Source: an optimization exercise on an open RTL-to-GDS flow (aim: a short achievable clock period and few clock cycles). Production flows keep margins and buffers that such runs may drop.
Only simulation tests tie the RTL to the original design; equivalence was not proved.
Power is estimated from default activity; no workload was simulated.

## design/flow/design.v

```verilog
`timescale 1ns / 1ps
module CPU_RV32I (
    input  logic        clk,
    input  logic        reset,
    input  logic [31:0] instrCode,
    output logic [31:0] instrMemAddr,
    output logic        busWe,
    output logic [31:0] busAddr,
    output logic [31:0] busWData,
    input  logic [31:0] busRData,
    output logic        transfer,
    input  logic        ready
);
    logic [31:0] pc;                  
    logic        v_d;                 
    logic [31:0] ir, pc_d;
    logic        v_e;
    logic [31:0] a_e, b_e, sd_e, alt_e;
    logic [ 4:0] rd_e;
    logic        wr_e;                
    logic        ld_e, st_e, br_e, jalr_e, pred_e;
    logic [ 2:0] f3_e;
    logic        sub_e, arith_e;
    logic        r_sum, r_slt, r_sltu, r_xor, r_or, r_and, r_sll, r_sr, r_link;
    logic        v_w;
    logic [ 4:0] rd_w;
    logic [31:0] res_w;
    logic        q_v, q_we, q_rdv;
    logic [ 4:0] q_rd;
    logic [31:0] q_addr, q_wdata;
    logic        b_rdv;
    logic [ 4:0] b_rd;
    logic        ldv;
    logic [ 4:0] ld_rd;
    logic [31:0] ldr;
    assign instrMemAddr = pc;
    logic [31:0] rfv[0:31];
    assign rfv[0] = 32'b0;
    genvar gi;
    generate
        for (gi = 1; gi < 32; gi++) begin : g_rf
            logic [31:0] r;
            always_ff @(posedge clk) begin
                if (v_w && rd_w == gi) r <= res_w;
                else if (ldv && ld_rd == gi) r <= ldr;
            end
            assign rfv[gi] = r;
        end
    endgenerate
    wire [6:0] opc = ir[6:0];
    wire [4:0] rd = ir[11:7];
    wire [2:0] f3 = ir[14:12];
    wire [4:0] rs1 = ir[19:15];
    wire [4:0] rs2 = ir[24:20];
    wire is_r = (opc == 7'b0110011);
    wire is_i = (opc == 7'b0010011);
    wire is_l = (opc == 7'b0000011);
    wire is_s = (opc == 7'b0100011);
    wire is_b = (opc == 7'b1100011);
    wire is_lui = (opc == 7'b0110111);
    wire is_auipc = (opc == 7'b0010111);
    wire is_jal = (opc == 7'b1101111);
    wire is_jalr = (opc == 7'b1100111);
    wire use1 = (is_r | is_i | is_l | is_s | is_b | is_jalr) & (rs1 != 5'd0);
    wire use2 = (is_r | is_s | is_b) & (rs2 != 5'd0);
    wire wrd = (is_r | is_i | is_l | is_lui | is_auipc | is_jal | is_jalr) & (rd != 5'd0);
    wire [31:0] immI = {{20{ir[31]}}, ir[31:20]};
    wire [31:0] immS = {{20{ir[31]}}, ir[31:25], ir[11:7]};
    wire [31:0] immB = {{20{ir[31]}}, ir[7], ir[30:25], ir[11:8], 1'b0};
    wire [31:0] immU = {ir[31:12], 12'b0};
    wire [31:0] immJ = {{12{ir[31]}}, ir[19:12], ir[20], ir[30:21], 1'b0};
    wire [31:0] pc4_d = pc_d + 32'd4;
    wire [31:0] tgt_d = pc_d + (is_jal ? immJ : immB);
    wire        dpred = is_jal | (is_b & ir[31]);    
    wire pe_v = v_e & ld_e & wr_e;
    wire pq_v = q_v & q_rdv;
    wire pb_v = transfer & b_rdv;
    function automatic logic pend(input logic [4:0] x);
        pend = (pe_v && rd_e == x) || (pq_v && q_rd == x) || (pb_v && b_rd == x);
    endfunction
    wire hazard_d = v_d & ((use1 & pend(rs1)) | (use2 & pend(rs2)) | (wrd & pend(rd)));
    logic [31:0] alu_res;
    wire [31:0] bx = sub_e ? ~b_e : b_e;
    wire [32:0] sum33 = {1'b0, a_e} + {1'b0, bx} + {32'b0, sub_e};
    wire [31:0] sum = sum33[31:0];
    wire ltu = ~sum33[32];
    wire lt = (a_e[31] ^ b_e[31]) ? a_e[31] : sum[31];
    wire eq = (a_e == b_e);
    wire [31:0] sll = a_e << b_e[4:0];
    wire [31:0] srx = 32'($signed({arith_e & a_e[31], a_e}) >>> b_e[4:0]);
    assign alu_res = ({32{r_sum}} & sum) | ({32{r_xor}} & (a_e ^ b_e)) | ({32{r_or}} & (a_e | b_e)) |
                     ({32{r_and}} & (a_e & b_e)) | ({32{r_sll}} & sll) | ({32{r_sr}} & srx) |
                     {31'b0, (r_slt & lt) | (r_sltu & ltu)} | ({32{r_link}} & alt_e);
    logic taken;
    always_comb begin
        case (f3_e)
            3'b000:    taken = eq;
            3'b001:    taken = ~eq;
            3'b100:    taken = lt;
            3'b101:    taken = ~lt;
            3'b110:   taken = ltu;
            3'b111:   taken = ~ltu;
            default: taken = 1'b0;
        endcase
    end
    wire redir_e = v_e & ((br_e & (taken ^ pred_e)) | jalr_e);
    wire [31:0] redir_pc = jalr_e ? sum : alt_e;
    wire mem_e = v_e & (ld_e | st_e);
    wire stall_e = mem_e & q_v;
    wire e_mem_go = mem_e & ~q_v;
    wire ebyp_v = v_e & wr_e & ~ld_e;
    function automatic logic [31:0] rd_early(input logic [4:0] x);
        if (v_w && rd_w == x) rd_early = res_w;
        else if (ldv && ld_rd == x) rd_early = ldr;
        else rd_early = rfv[x];
    endfunction
    wire [31:0] r1_early = rd_early(rs1);
    wire [31:0] r2_early = rd_early(rs2);
    wire byp1 = ebyp_v & (rd_e == rs1);
    wire byp2 = ebyp_v & (rd_e == rs2);
    wire [31:0] a_early = is_lui ? 32'b0 : is_auipc ? pc_d : r1_early;
    wire selA_e = byp1 & ~is_lui & ~is_auipc;
    wire [31:0] b_early = (is_r | is_b) ? r2_early : is_s ? immS : (is_lui | is_auipc) ? immU : immI;
    wire selB_e = byp2 & (is_r | is_b);
    wire [31:0] a_next = selA_e ? alu_res : a_early;
    wire [31:0] b_next = selB_e ? alu_res : b_early;
    wire [31:0] sd_next = byp2 ? alu_res : r2_early;
    wire d_ok = v_d & ~hazard_d & ~stall_e;      
    wire f_take = ~v_d | d_ok;                   
    wire dredir = d_ok & dpred;
    always_ff @(posedge clk, posedge reset) begin
        if (reset) begin
            pc  <= 32'b0;
            v_d <= 1'b0;
        end else if (redir_e) begin
            pc  <= redir_pc;
            v_d <= 1'b0;
        end else if (f_take) begin
            if (dredir) begin
                pc  <= tgt_d;
                v_d <= 1'b0;
            end else begin
                pc  <= pc + 32'd4;
                v_d <= 1'b1;
            end
        end
    end
    always_ff @(posedge clk) begin
        if (f_take) begin
            ir   <= instrCode;
            pc_d <= pc;
        end
    end
    always_ff @(posedge clk, posedge reset) begin
        if (reset) v_e <= 1'b0;
        else if (!stall_e) v_e <= d_ok & ~redir_e;
    end
    always_ff @(posedge clk) begin
        if (!stall_e) begin
            a_e    <= a_next;
            b_e    <= b_next;
            sd_e   <= sd_next;
            alt_e  <= (is_b & ~ir[31]) ? tgt_d : pc4_d;
            rd_e   <= rd;
            wr_e   <= wrd;
            ld_e   <= is_l;
            st_e   <= is_s;
            br_e   <= is_b;
            jalr_e <= is_jalr;
            pred_e <= ir[31];
            f3_e   <= f3;
            sub_e  <= is_b | (is_r & ir[30] & f3 == 3'b000) | ((is_r | is_i) & (f3 == 3'b010 || f3 == 3'b011));
            arith_e <= ir[30];
            r_sum  <= ((is_r | is_i) & f3 == 3'b000) | is_lui | is_auipc | is_l | is_s;
            r_slt  <= (is_r | is_i) & f3 == 3'b010;
            r_sltu <= (is_r | is_i) & f3 == 3'b011;
            r_xor  <= (is_r | is_i) & f3 == 3'b100;
            r_or   <= (is_r | is_i) & f3 == 3'b110;
            r_and  <= (is_r | is_i) & f3 == 3'b111;
            r_sll  <= (is_r | is_i) & f3 == 3'b001;
            r_sr   <= (is_r | is_i) & f3 == 3'b101;
            r_link <= is_jal | is_jalr;
        end
    end
    always_ff @(posedge clk, posedge reset) begin
        if (reset) v_w <= 1'b0;
        else v_w <= v_e & wr_e & ~ld_e & ~st_e;
    end
    always_ff @(posedge clk) begin
        rd_w  <= rd_e;
        res_w <= alu_res;
    end
    wire bfree = ~transfer | ready;
    always_ff @(posedge clk, posedge reset) begin
        if (reset) begin
            transfer <= 1'b0;
            q_v      <= 1'b0;
            ldv      <= 1'b0;
        end else begin
            ldv <= transfer & ready & b_rdv;
            if (bfree) begin
                transfer <= q_v | e_mem_go;
                q_v      <= 1'b0;
            end else if (e_mem_go) begin
                q_v <= 1'b1;
            end
        end
    end
    always_ff @(posedge clk) begin
        ldr   <= busRData;
        ld_rd <= b_rd;
        if (!q_v) begin
            q_we    <= st_e;
            q_addr  <= sum;
            q_wdata <= sd_e;
            q_rd    <= rd_e;
            q_rdv   <= ld_e & wr_e;
        end
        if (bfree) begin
            if (q_v) begin
                busWe    <= q_we;
                busAddr  <= q_addr;
                busWData <= q_wdata;
                b_rd     <= q_rd;
                b_rdv    <= q_rdv;
            end else begin
                busWe    <= st_e;
                busAddr  <= sum;
                busWData <= sd_e;
                b_rd     <= rd_e;
                b_rdv    <= ld_e & wr_e;
            end
        end
    end
endmodule
```

## design/flow/run.sh

```bash
#!/bin/bash
# synth_recipe.tcl (not shown) runs the flow's synth.tcl, then flattens the netlist and writes it again
# the make line also repeats each setting of config.mk as NAME=value (left out here)
make -C /OpenROAD-flow-scripts/flow DESIGN_CONFIG=/design/flow/config.mk WORK_HOME=/design/flow/orfs CLKGATE_MAP_FILE= SYNTH_SCRIPT=/design/flow/synth_recipe.tcl finish
```

## design/flow/config.mk

```make
export PLATFORM = sky130hd
export DESIGN_NAME = CPU_RV32I
export DESIGN_NICKNAME = CPU_RV32I
export VERILOG_FILES = /design/flow/design.v
export SDC_FILE = /design/flow/constraint.sdc
export NUM_CORES = 4
export LEC_CHECK = 0
export CAP_MARGIN = 20
export CORE_MARGIN = 2
export CORE_UTILIZATION = 40
export SLEW_MARGIN = 20
```

## design/flow/constraint.sdc

```tcl
create_clock -name core_clock -period 8.0 [get_ports {clk}]
set_input_delay 1.6000 -clock core_clock [delete_from_list [all_inputs] [get_ports {clk}]]
set_output_delay 1.6000 -clock core_clock [all_outputs]
set_load 0.01 [all_outputs]
```

==> results of run 1 <==
==> path summary, 6_finish.rpt <==
check,startpoint,endpoint,slack (ns),cells after the start
hold reg to reg,q_wdata[1]$_DFF_P_,q_wdata[1]$_DFF_P_,0.47,1
min in group asynchronous,reset,v_d$_DFFE_PP0P_,1.31,2
max in group asynchronous,reset,q_v$_DFFE_PP0P_,5.98,2
hold / removal,q_wdata[1]$_DFF_P_,q_wdata[1]$_DFF_P_,0.47,1
setup / recovery,ir[17]$_DFFE_PP_,a_e[1]$_DFFE_PN_,1.74,11
setup reg to reg,ir[17]$_DFFE_PP_,a_e[1]$_DFFE_PN_,1.74,11
==> layer usage <==
metal	routed length [um]	vias up	share of wire [%]
met5	709	-	0.16
met4	49000	26	11
met3	73400	2726	17
met2	170000	7868	39
met1	146000	35755	33
li1	-	27327	-
==> power by group <==
group          switching (mW)  leakage [nW]  internal, mW
sequential               1.10          13.8          9.01
combinational            2.80          16.5          1.85
clock                    3.48          2.69          4.41
total                    7.38          33.0          15.3
==> state kept, by name, summed over array words and instances (netlist names), 32 cells and up <==
register  flops
q_addr       32
q_wdata      32
busWData     32
ldr          32
busAddr      32
g_rf.r      992
ir           32
alt_e        32
b_e          32
pc_d         32
pc           32
sd_e         32
a_e          32
res_w        32
==> stage by stage <==
stage	power [mW]	cells	worst slack, ns
CTS	22.4	9792	2.63
detailed placement	14.6	9485	2.64
finish	22.7	9822	1.74
floorplan	12.2	7076	1.64
global route	23.1	9798	2.27
global placement	14.6	9481	1.59
==> cells by family (layout without fill, tap and decap cells) <==
| group | after synthesis | in the layout |
|---|---|---|
| other | 0 | 26 |
| flip-flops | 1463 | 1463 |
| AND/OR/NAND/NOR | 1423 | 1423 |
| adder cells (fa/ha/maj) | 130 | 130 |
| AO/OA/AOI/OAI | 1781 | 1781 |
| multiplexers | 1239 | 1239 |
| XOR/XNOR | 186 | 186 |
| buffers and inverters | 854 | 870 |
==> area by class of cell <==
class | instances | area (um^2) | area share [%]
Multi-Input combinational cell | 4759 | 38000 | 40.7
Clock inverter | 82 | 863 | 0.924
Inverter | 123 | 463 | 0.495
Tap cell | 2704 | 3380 | 3.62
Timing Repair Buffer | 440 | 3760 | 4.02
Antenna cell | 26 | 65.1 | 0.0696
Clock buffer | 225 | 4620 | 4.94
Sequential cell | 1463 | 42300 | 45.3
==> critical path, stage by stage (launching register included) <==
cell      delay (ns)
edfxtp_1        0.93
xor2_1          0.15
nor4_1          0.31
and3_2          0.22
buf_4           0.50
inv_1           0.18
nand2_1         0.99
inv_2           0.46
a221oi_1        1.24
nor3_1          0.14
a31oi_1         0.60
a21oi_1         0.17
==> cell usage in the layout, fill, tap and decap left out, types with 26 or more instances in the layout <==
master,n
and3_1,58
ha_1,128
a21o_1,65
clkdlybuf4s50_1,164
nor4_1,53
a22oi_1,832
xor2_1,97
nand2b_1,27
xnor2_1,89
a22o_1,84
a31oi_1,46
and2_2,52
nand4_1,74
a221oi_1,74
buf_4,269
clkbuf_16,169
a21oi_1,172
mux2i_1,126
mux4_2,53
diode_2,26
o211ai_1,39
a222oi_1,67
inv_1,116
dfxtp_1,127
clkinv_2,36
clkbuf_1,38
nand2_1,465
edfxtp_1,1280
o21ai_0,187
dfrtp_1,37
nor2_1,285
nand3_1,139
nor3_1,119
mux2_2,1060
==> run summary, run 1 <==
Core ar. - 206,000 um^2
Rows - 167
Total Wirelength - 439 mm
final worst path period share - 78.3%
Hold Path Class - reg2reg
Layout area overhead - 12.9%
Max Cap Viol - 0
maximum clock frequency - 0.160 GHz
initial antenna violation count - 28
count leader, synth - edfxtp_1
GPL Wtd Cong - 1.00
met2 Use GR - 54.7%
Synth Area in Adders - 1.98%
largest net degree at the start of global routing - 85
Syn Nets - 7,273
mapped cell area - 82,800 um^2
Post-synth top flop - edfxtp_1
clock-pin slew on the worst setup and hold paths - 0.06 ns
final net count - 7,149
starting density of the core - 40.1%
mux share of post-synthesis cell area - 17.4%
largest family of logic cells by synthesized area - multiplexers
TritonCTS Buffers - 165
root buffer cell - clkbuf_16
critical path peak fanout - 32
1st-pass router iterations - 14
postcts setup bufs - 0
Max clock buf depth - 3
min Tclk post-route - 6.26 ns
fillers - 18,955
DP Area - 87,900 um^2
Avg WL per Cell - 44.7 um
Post-synth EDFFs - 1,280
Pleak - 33.0 nW
vias in the first global route - 67,567
vias - 73,702
I/O Buffers - 164
io pins - 165
simple-gate portion of the synthesized area - 8.08%
Final Hold Vio Count - 0
CP startpoint kind - register
Synth area leaders - edfxtp_1 (46%), mux2_2 (14%), a22oi_1 (7.5%)
Hold WS - 0.469 ns
sequential fraction of the synthesis area - 51.1%
grt total ovfl - 0
Util after Layout - 45.3%
ratio of cells with drive above 1 in the final layout - 26.0%
pwr/cell area - 242 nW/um^2
RSZ-0062 raised after global routing - false
cell taking the most area after synthesis - edfxtp_1
CP Capture Type - register
skew final - 0.0918 ns
met3 Resource Use GR - 19.3%
post-synth top area share - 46.4%
CTS sink count - 1,463
fin area - 93,500 um^2
compound-cell area share of the yosys netlist - 15.6%
die area - 211,000 um^2
CTS tree - built
grt peak-use layer - met2
htree depth - 4
critical path type - reg2reg
Via density - 7.50
worst skew pair latency - 0.88 ns
DRT antenna net count - 0
post-detailed-route DRC marker count - 0
met1 Use GR - 47.7%
measured slew at the worst slew-check pin - 1.39 ns
CP Data Arrival Time - 6.81 ns
Post-CTS Hold Buffers - 0
Seq cells post-synth - 1,463
Mean Syn Cell Area - 11.7 um^2
Slew HR - 7.66%
DP HPWL - 253 mm
CTS resizes - 0
final count of pins violating max slew - 0
Netlist cell types - 77
Syn Inst Count - 7,076
setup TNS - 0 ns
ys async rst share - 2.60%
Synth top cells by count - edfxtp_1 (1,280), mux2_2 (1,060), a22oi_1 (832), clkbuf_1 (665), nand2_1 (478)
VDD IR max - 0.000252 V
DIE HEIGHT - 459 um
status - no timing/DRC/antenna violations
Synth Area in XOR/XNOR - 1.97%
die width - 459 um
Required @ worst endpoint - 8.55 ns
final setup violation count - 0
Yosys Warn Count - 2
first-pass GRT wire length - 582 mm
Overall Global Routing Usage - 40.2%
starting DRC count in detailed routing - 15,409
Testbench counts, summed over its fixed seeds: cycles 54,767.
==> inputs of run 2 (changes only) <==
--- a/design/flow/config.mk
+++ b/design/flow/config.mk
@@ -5,7 +5,9 @@
 export SDC_FILE = /design/flow/constraint.sdc
 export NUM_CORES = 4
 export LEC_CHECK = 0
+export ABC_CLOCK_PERIOD_IN_PS = 3000
 export CAP_MARGIN = 20
 export CORE_MARGIN = 2
 export CORE_UTILIZATION = 40
+export SETUP_SLACK_MARGIN = 5
 export SLEW_MARGIN = 20
==> run 2 against run 1 <==
- non-clock buffer count up 502
- maximum frequency is 58% higher
- flip-flop and latch count did not move
- first-iteration DRC count is 7.4% higher
- area after synthesis is the same
- wire length rose by 5.1%
- largest cell class unchanged
- largest power group unchanged
==> run summary, run 2 <==
largest net degree at the start of global routing - 85
Logic pwr share - 26.2%
largest family of logic cells by synthesized area - multiplexers
ys async rst share - 2.60%
Slew HR - 8.66%
Synth top cells by count - edfxtp_1 (1,280), mux2_2 (1,060), a22oi_1 (832), clkbuf_1 (665), nand2_1 (478)
Max Cap Viol - 0
Post-synth EDFFs - 1,280
Flop pwr share - 41.2%
Synth area leaders - edfxtp_1 (46%), mux2_2 (14%), a22oi_1 (7.5%)
compound-cell area share of the yosys netlist - 15.6%
Layout area overhead - 24.8%
crit-path most repeated cell - buf_12
1st-pass router iterations - 13
critical path peak fanout - 11
max reg flops - 992
Reg with most FFs - g_rf.r
first-pass GRT wire length - 605 mm
die area - 211,000 um^2
pwr/cell area - 234 nW/um^2
simple-gate portion of the synthesized area - 8.08%
commonest non-fill, non-tap cell in the layout - edfxtp_1
Syn Inst Count - 7,076
CP startpoint kind - register
worst reg2reg path depth - 18
CP Capture Type - register
max incr delay on CP - 0.42 ns
min Tclk post-route - 3.97 ns
Synth Area in XOR/XNOR - 1.97%
final setup violation count - 0
sw power - 7.98 mW
DIE HEIGHT - 459 um
mapped cell area - 82,800 um^2
Yosys Warn Count - 2
post-detailed-route DRC marker count - 0
crit path to - pc[30]$_DFFE_PP0P_
die width - 459 um
FF-to-FF setup slack - 4.03 ns
maximum clock frequency - 0.252 GHz
Avg WL per Cell - 44.7 um
Netlist cell types - 77
io pins - 165
Rows - 167
TritonCTS Buffers - 163
Hold Path Class - reg2reg
mux share of post-synthesis cell area - 17.4%
htree depth - 4
Via density - 7.54
Mean Syn Cell Area - 11.7 um^2
Synth Area in Adders - 1.98%
net switching share of the total power - 33.1%
vias - 78,007
Final Hold Vio Count - 0
Post-synth top flop - edfxtp_1
measured slew at the worst slew-check pin - 1.37 ns
DRT antenna net count - 0
Seq cells post-synth - 1,463
pre-CTS WS - 2.43 ns
final worst path period share - 49.6%
Max clock buf depth - 3
setup TNS - 0 ns
status - no timing/DRC/antenna violations
r2r startpoint - sub_e$_DFFE_PN_
Total Wirelength - 462 mm
Required @ worst endpoint - 8.68 ns
Pleak - 37.2 nW
most frequent cells in the layout - edfxtp_1 (1,280), mux2_2 (1,050), a22oi_1 (777), buf_4 (516), nand2_1 (424)
CP Data Arrival Time - 4.65 ns
starting DRC count in detailed routing - 16,555
critical-path cell list - buf_12, buf_4, xor2_1, ha_1, nor2_1, a21oi_4, a211oi_2, o211ai_4, buf_12, a41o_1, a21o_1, a311oi_2, buf_4, o31a_1, o31ai_4, buf_12, buf_12, mux2i_1
Reg-to-Reg End - pc[30]$_DFFE_PP0P_
root buffer cell - clkbuf_16
hold path startpoint - q_wdata[0]$_DFF_P_
sequential fraction of the synthesis area - 51.1%
count leader, synth - edfxtp_1
I/O Buffers - 164
Syn Nets - 7,273
final net count - 7,654
slowest cell on the critical path - edfxtp_1
Overall Global Routing Usage - 41.7%
GPL Wtd Cong - 1.02
clock network fraction of total power - 32.5%
CP startpoint - sub_e$_DFFE_PN_
final count of pins violating max slew - 0
skew final - 0.0552 ns
Core ar. - 206,000 um^2
CTS sink count - 1,463
Setup WS post-layout - 4.03 ns
DP HPWL - 254 mm
post-synth top area share - 46.4%
RSZ-0062 raised after global routing - true
clock-pin slew on the worst setup and hold paths - 0.06 ns
internal power - 16.2 mW
initial antenna violation count - 36
VDD IR max - 0.000271 V
critical path type - reg2reg
vias in the first global route - 70,709
CTS tree - built
cell taking the most area after synthesis - edfxtp_1
starting density of the core - 40.1%
worst skew pair latency - 0.88 ns
grt total ovfl - 0
ratio of cells with drive above 1 in the final layout - 38.7%
## run 2: worst max-delay path, delay by kind of cell (launching register included)
family                   cells  cell delay (ns)
flip-flops                   1             0.42
AND/OR/NAND/NOR              1             0.22
AO/OA/AOI/OAI                8             1.63
multiplexers                 1             0.12
XOR/XNOR                     1             0.16
adder cells (fa/ha/maj)      1             0.27
buffers and inverters        6             0.98
## run 2: timing repair
item                       4_1_cts  5_1_grt
hold buffers                     0        0
buffers inserted               327      149
setup endpoints to repair     1408      488
resized for setup             1145      327
pin swaps                      261      222
gates cloned                    19       14
## run 2: cell families (layout without fill, tap and decap cells)
kind of cell | Yosys count | count (layout)
fa+ha+maj | 130 | 130
other cells | 0 | 43
compound gates | 1781 | 1781
buf+inv | 854 | 1367
flops | 1463 | 1463
xor+xnor | 186 | 186
mux | 1239 | 1239
simple gates | 1423 | 1427
## run 2: how the worst min path moves through the flow
| stage | end | slack, ns | depth (start not counted) |
|---|---|---|---|
| 6_report | q_wdata[0]$_DFF_P_ | 0.47 | 1 |
| 5_1_grt | q_wdata[0]$_DFF_P_ | 0.48 | 1 |
| 4_1_cts | q_wdata[0]$_DFF_P_ | 0.47 | 1 |
| 3_5_place_dp | q_addr[27]$_DFF_P_ | 0.46 | 1 |
| 3_3_place_gp | q_wdata[2]$_DFF_P_ | 0.45 | 1 |
| 2_1_floorplan | rd_e[0]$_DFFE_PN_ | 0.42 | 0 |
## run 2: per-layer routing
layer	wire, um	up-vias	share of wire (%)	track usage, %
met4	53300	54	12	34.7
li1	-	28393	-	-
met5	1610	-	0.35	3.77
met1	149000	37814	32	48.6
met3	77900	3115	17	20.8
met2	180000	8631	39	56.6
## run 2: cell type report
cell class                      count  area [um^2]
Clock inverter                     85          963
Inverter                          123          509
Tap cell                         2704         3380
Timing Repair Buffer              942         9720
Sequential cell                  1463        42300
Antenna cell                       43          108
Multi-Input combinational cell   4763        41900
Timing Repair inverter              1         16.3
Clock buffer                      216         4440
Fill cell                       17969       103000
## run 2: through the flow
step	utilization (%)	area [um^2]	power [mW]	cells	hold slack, ns
global route	50.0	103000	24.6	10305	0.483
finish	50.1	103000	24.1	10340	0.470
global placement	42.8	88300	14.6	9484	0.453
floorplan	-	83400	12.3	7076	0.424
detailed placement	42.8	88300	14.7	9486	0.456
CTS	48.6	100000	23.3	10133	0.472
## run 2: power groups by stage
stage               logic [mW]  registers (mW)  clock network [mW]
detailed placement        4.55            10.1                   0
floorplan                 2.69            9.60                   0
CTS                       5.63            9.88                7.83
global placement          4.50            10.1                   0
global route              6.53            9.93                8.10
finish                    6.33            9.95                7.85

re-timing with driven ports:
No port has a modelled driver above. Below, the same layouts with a new extraction and two added sets of constraints.
Step 1 sets driving cells, clkbuf_16 on the clock port and buf_2 on the other inputs (assumed; they add their load-dependent delay and slew).
Step 2, shift: input delay + t, output delay - t, t = (earliest + latest rising clock arrival at the registers) / 2. This alone moves slack from input paths to output paths.
a / b / c = ideal ports / drivers / drivers and shift; a / b = the first two.
| run | shift t [ns] | slack for setup (ns) | clock arrival spread, ns | cell pins on the clock port's net |
|---|---|---|---|---|
| run 1 | 0.921 | 1.740 / 1.740 / 1.740 | 0.096 / 0.095 | 1 |
| run 2 | 0.943 | 4.029 / 4.029 / 4.029 | 0.062 / 0.062 | 1 |
After both steps every run listed still meets setup and hold.
